This is an optimization exercise on Yosys and OpenROAD, whose aim is small area, not a production implementation. RTL that was checked went through simulation tests only; none was proved equivalent to the original.

== red ==
==> flow/design.v <==
module cic3_pdm (
    input  wire        clk,
    input  wire        ce,          
    input  wire        rst,         
    input  wire        pdm_in,      
    output wire [15:0] pcm_out,     
    output wire        pcm_valid    
);
    reg [5:0] decim_counter;
    wire lfsr_in = decim_counter[5] ^ decim_counter[4] ^ ~|decim_counter[4:0];
    reg v1, v2, v3, v4;
    reg x1, x2, x3, x4;
    wire c_lo = ~|decim_counter[5:1];
    wire d3 = c_lo & (decim_counter[0] == v1);
    wire d4 = c_lo & (decim_counter[0] == (v1 | v2));
    reg ph, rst_d;
    reg act, ax, adec;           
    reg [9:0] i0a, i0b, i1a, i1b, j2a, j2b, c0a, c0b, nsa, nsb;
    reg c_i0, c_i1, c_j2, c_s, c_f, j9;
    reg [11:0] h, q3, q2, sample;
    reg [1:0] nd;
    wire clr  = rst | rst_d;
    wire go   = ~ph & (v3 | v4) & ~rst;       
    wire px   = v3 ? x3 : x4;
    wire pd   = v3 ? d3 : d4;
    wire HI   = act & ~rst;                   
    wire P    = go | HI;                      
    wire X    = HI ? ax : px;
    wire D    = HI ? adec : go & pd;         
    wire [9:0] add_i0_b = {{9{P & ~X}}, P & (HI ? ~X : 1'b1)};
    wire [9:0] s_i0, s_i1, s_j2, s_s, s_f;
    wire co_i0, co_i1, co_j2, co_s, co_f;
    rca10 u_i0 (.a(clr ? 10'd0 : i0b),        .b(add_i0_b),
                .ci(HI & c_i0), .s(s_i0), .co(co_i0));
    rca10 u_i1 (.a(clr ? 10'd0 : i1b),        .b(P ? i0b : 10'd0),
                .ci(HI & c_i1), .s(s_i1), .co(co_i1));
    rca10 u_j2 (.a((clr | D) ? 10'd0 : j2b),  .b(P ? i1b : 10'd0),
                .ci(HI & c_j2), .s(s_j2), .co(co_j2));
    rca10 u_s  (.a(~{j2b[8:0], HI & j9}),     .b(c0b),
                .ci(HI & c_s), .s(s_s), .co(co_s));
    rca10 u_f  (.a(j2b),                      .b(nsb),
                .ci(HI ? c_f : 1'b1), .s(s_f), .co(co_f));
    always @(posedge clk) begin
        i0a <= s_i0;  i0b <= i0a;
        i1a <= s_i1;  i1b <= i1a;
        j2a <= s_j2;  j2b <= j2a;
        c0a <= clr ? 10'd0 : D ? j2b : c0b;   c0b <= c0a;
        nsa <= clr ? 10'h3ff : D ? s_s : nsb; nsb <= nsa;
        c_i0 <= co_i0;
        c_i1 <= co_i1;
        c_j2 <= co_j2;
        c_s  <= co_s;
        c_f  <= co_f;
        j9   <= j2b[9];
        rst_d <= rst;
        x1 <= pdm_in;
        x2 <= x1;
        x3 <= x2;
        x4 <= x3;
        ax <= px;
        adec <= pd;
        if (rst) begin
            decim_counter <= 0;
            v1 <= 0; v2 <= 0; v3 <= 0; v4 <= 0;
            ph <= 0;
            act <= 0;
            nd <= 0;
            sample <= 0;
        end else begin
            if (ce)
                decim_counter <= {decim_counter[4:0], lfsr_in};
            v1 <= ce;
            v2 <= v1;
            v3 <= v2;
            v4 <= v3;
            ph <= ~ph;
            act <= go;
            if (v3 & d3) begin
                sample <= (&nd) ? q2 : 12'd0;
                if (~&nd)
                    nd <= nd + 1'b1;
            end
        end
        if (D & ~HI)
            h[1:0] <= s_f[9:8];
        if (D & HI)
            h[11:2] <= s_f;
        if (v3 & d3) begin
            q2 <= q3;
            q3 <= h;
        end
    end
    assign pcm_out = {{4{sample[11]}}, sample};
    assign pcm_valid = v4 & d4;
endmodule
module rca10 (
    input  wire [9:0] a,
    input  wire [9:0] b,
    input  wire       ci,
    output wire [9:0] s,
    output wire       co
);
    wire [10:0] c;
    assign c[0] = ci;
    genvar k;
    generate
        for (k = 0; k < 10; k = k + 1) begin : g
            assign s[k] = a[k] ^ b[k] ^ c[k];
            assign c[k+1] = (a[k] & b[k]) | (a[k] & c[k]) | (b[k] & c[k]);
        end
    endgenerate
    assign co = c[10];
endmodule
`default_nettype none
module pdm_mic (
    input wire clk,
    input wire rst,
    input wire enable,
    input wire [15:0] period,
    input wire pdm_data_in,
    output wire pdm_clk_out,
    output wire [15:0] pcm_sample,
    output wire pcm_valid
);
    reg [14:0] pdm_counter;
    reg pdm_clk;
    wire [15:0] ge;
    assign ge[0] = 1'b1;
    genvar k;
    generate
        for (k = 0; k < 15; k = k + 1) begin : g_cmp
            assign ge[k+1] = pdm_counter[k] ? (~period[k+1] | ge[k])
                                            : (~period[k+1] & ge[k]);
        end
    endgenerate
    wire wrap = ge[15];
    wire pdm_tick = !rst && enable && wrap && !pdm_clk;
    always @(posedge clk) begin
        if (rst || !enable) begin
            pdm_counter <= 0;
            pdm_clk <= 0;
        end else if (wrap) begin
            pdm_counter <= 0;
            pdm_clk <= ~pdm_clk;
        end else begin
            pdm_counter <= pdm_counter + 1'b1;
        end
    end
    assign pdm_clk_out = enable & pdm_clk;
    cic3_pdm cic (
        .clk(clk),
        .ce(pdm_tick),
        .rst(rst),
        .pdm_in(pdm_data_in),
        .pcm_out(pcm_sample),
        .pcm_valid(pcm_valid)
    );
endmodule
`default_nettype wire
export LEC_CHECK = 0
export CAP_MARGIN = 20
export CORE_MARGIN = 2
export CORE_UTILIZATION = 70
export CTS_BUF_LIST = sky130_fd_sc_hd__clkbuf_8
export SLEW_MARGIN = 20
create_clock -name core_clock -period 10.0 [get_ports {clk}]
standard.sh (not shown) runs the stock make flow with config.mk's settings and CLKGATE_MAP_FILE= SYNTH_SCRIPT=/design/flow/synth_recipe.tcl, a recipe that flattens the netlist after the stock synthesis.
==> flow/flow/run.sh <==
#!/bin/bash
# The standard layout (standard.sh), with two changes: the port buffers
# are the smallest buffer cell, and the clock tree uses clkbuf_8 without
# dummy loads. All tool output goes to standard.log here; ORFS keeps its
# per-step logs under orfs/logs.
set -euo pipefail
export BUFFER_PORTS_ARGS="-buffer_cell sky130_fd_sc_hd__buf_1"
export CTS_ARGS="-sink_clustering_enable -repair_clock_nets -buf_list sky130_fd_sc_hd__clkbuf_8 -dont_use_dummy_load"
bash standard.sh > standard.log 2>&1
red finished every stage and its layout cleared the timing, design-rule and antenna checks.
Changes in blue relative to red:
--- a/flow/design.v
+++ b/flow/design.v
@@ -7,18 +7,14 @@
     output wire        pcm_valid    
 );
     reg [5:0] decim_counter;
-    wire lfsr_in = decim_counter[5] ^ decim_counter[4] ^ ~|decim_counter[4:0];
     reg v1, v2, v3, v4;
     reg x1, x2, x3, x4;
-    wire c_lo = ~|decim_counter[5:1];
-    wire d3 = c_lo & (decim_counter[0] == v1);
-    wire d4 = c_lo & (decim_counter[0] == (v1 | v2));
+    reg d1, d2, d3, d4;
     reg ph, rst_d;
     reg act, ax, adec;           
     reg [9:0] i0a, i0b, i1a, i1b, j2a, j2b, c0a, c0b, nsa, nsb;
     reg c_i0, c_i1, c_j2, c_s, c_f, j9;
     reg [11:0] h, q3, q2, sample;
-    reg [1:0] nd;
     wire clr  = rst | rst_d;
     wire go   = ~ph & (v3 | v4) & ~rst;       
     wire px   = v3 ? x3 : x4;
@@ -57,6 +53,10 @@
         x2 <= x1;
         x3 <= x2;
         x4 <= x3;
+        d1 <= &decim_counter;
+        d2 <= d1;
+        d3 <= d2;
+        d4 <= d3;
         ax <= px;
         adec <= pd;
         if (rst) begin
@@ -64,30 +64,28 @@
             v1 <= 0; v2 <= 0; v3 <= 0; v4 <= 0;
             ph <= 0;
             act <= 0;
-            nd <= 0;
+            h <= 0;
+            q3 <= 0;
+            q2 <= 0;
             sample <= 0;
         end else begin
             if (ce)
-                decim_counter <= {decim_counter[4:0], lfsr_in};
+                decim_counter <= decim_counter + 1'b1;
             v1 <= ce;
             v2 <= v1;
             v3 <= v2;
             v4 <= v3;
             ph <= ~ph;
             act <= go;
+            if (D & ~HI)
+                h[1:0] <= s_f[9:8];
+            if (D & HI)
+                h[11:2] <= s_f;
             if (v3 & d3) begin
-                sample <= (&nd) ? q2 : 12'd0;
-                if (~&nd)
-                    nd <= nd + 1'b1;
+                sample <= q2;
+                q2 <= q3;
+                q3 <= h;
             end
-        end
-        if (D & ~HI)
-            h[1:0] <= s_f[9:8];
-        if (D & HI)
-            h[11:2] <= s_f;
-        if (v3 & d3) begin
-            q2 <= q3;
-            q3 <= h;
         end
     end
     assign pcm_out = {{4{sample[11]}}, sample};
- blue: no failed stages, no open violations at the end
- Summary of blue over red: mean cell area of the mapped netlist now smaller; setup slack of the most critical reg-to-reg path went up 30 ps.
- Compared with red, in blue die area grew by 180 sq um, area of the core grew by about 3.7%.
- When blue is set beside red, its sequential share of layout area turns out to be 4.8 points smaller.
- Diff red -> blue: first-pass GRT wire length went up about 6%; highest attainable clock frequency shrank by 8.7 MHz; cell count has increased.
No functional check of the RTL was part of blue.

## port drivers added, routing unchanged
In the flow no input, the clock included, has a driving cell. The finished layouts below were timed again as built, in two steps.
Step 1: set_driving_cell puts a clkbuf_16 on clk and a buf_2 on each other input, an assumption about the parent block.
Step 2, shift: input delay + t, output delay - t, t = (earliest + latest rising clock arrival at the registers) / 2. This alone moves slack from input paths to output paths.
Three values: ideal ports, drivers, drivers and shift; two values: the first two.
run	shift t [ns]	slack for setup (ns)	worst setup path at the end	worst slew at a driven data input, ns
red	0.458	2.526 / 2.541 / 2.083	input to register	0.03
blue	0.479	2.006 / 2.009 / 1.530	input to register	0.04
After both steps setup and hold are still met in every run listed. The setup slack of blue, which loses most, moves by +0.003 ns with the drivers and by -0.476 ns with both steps.
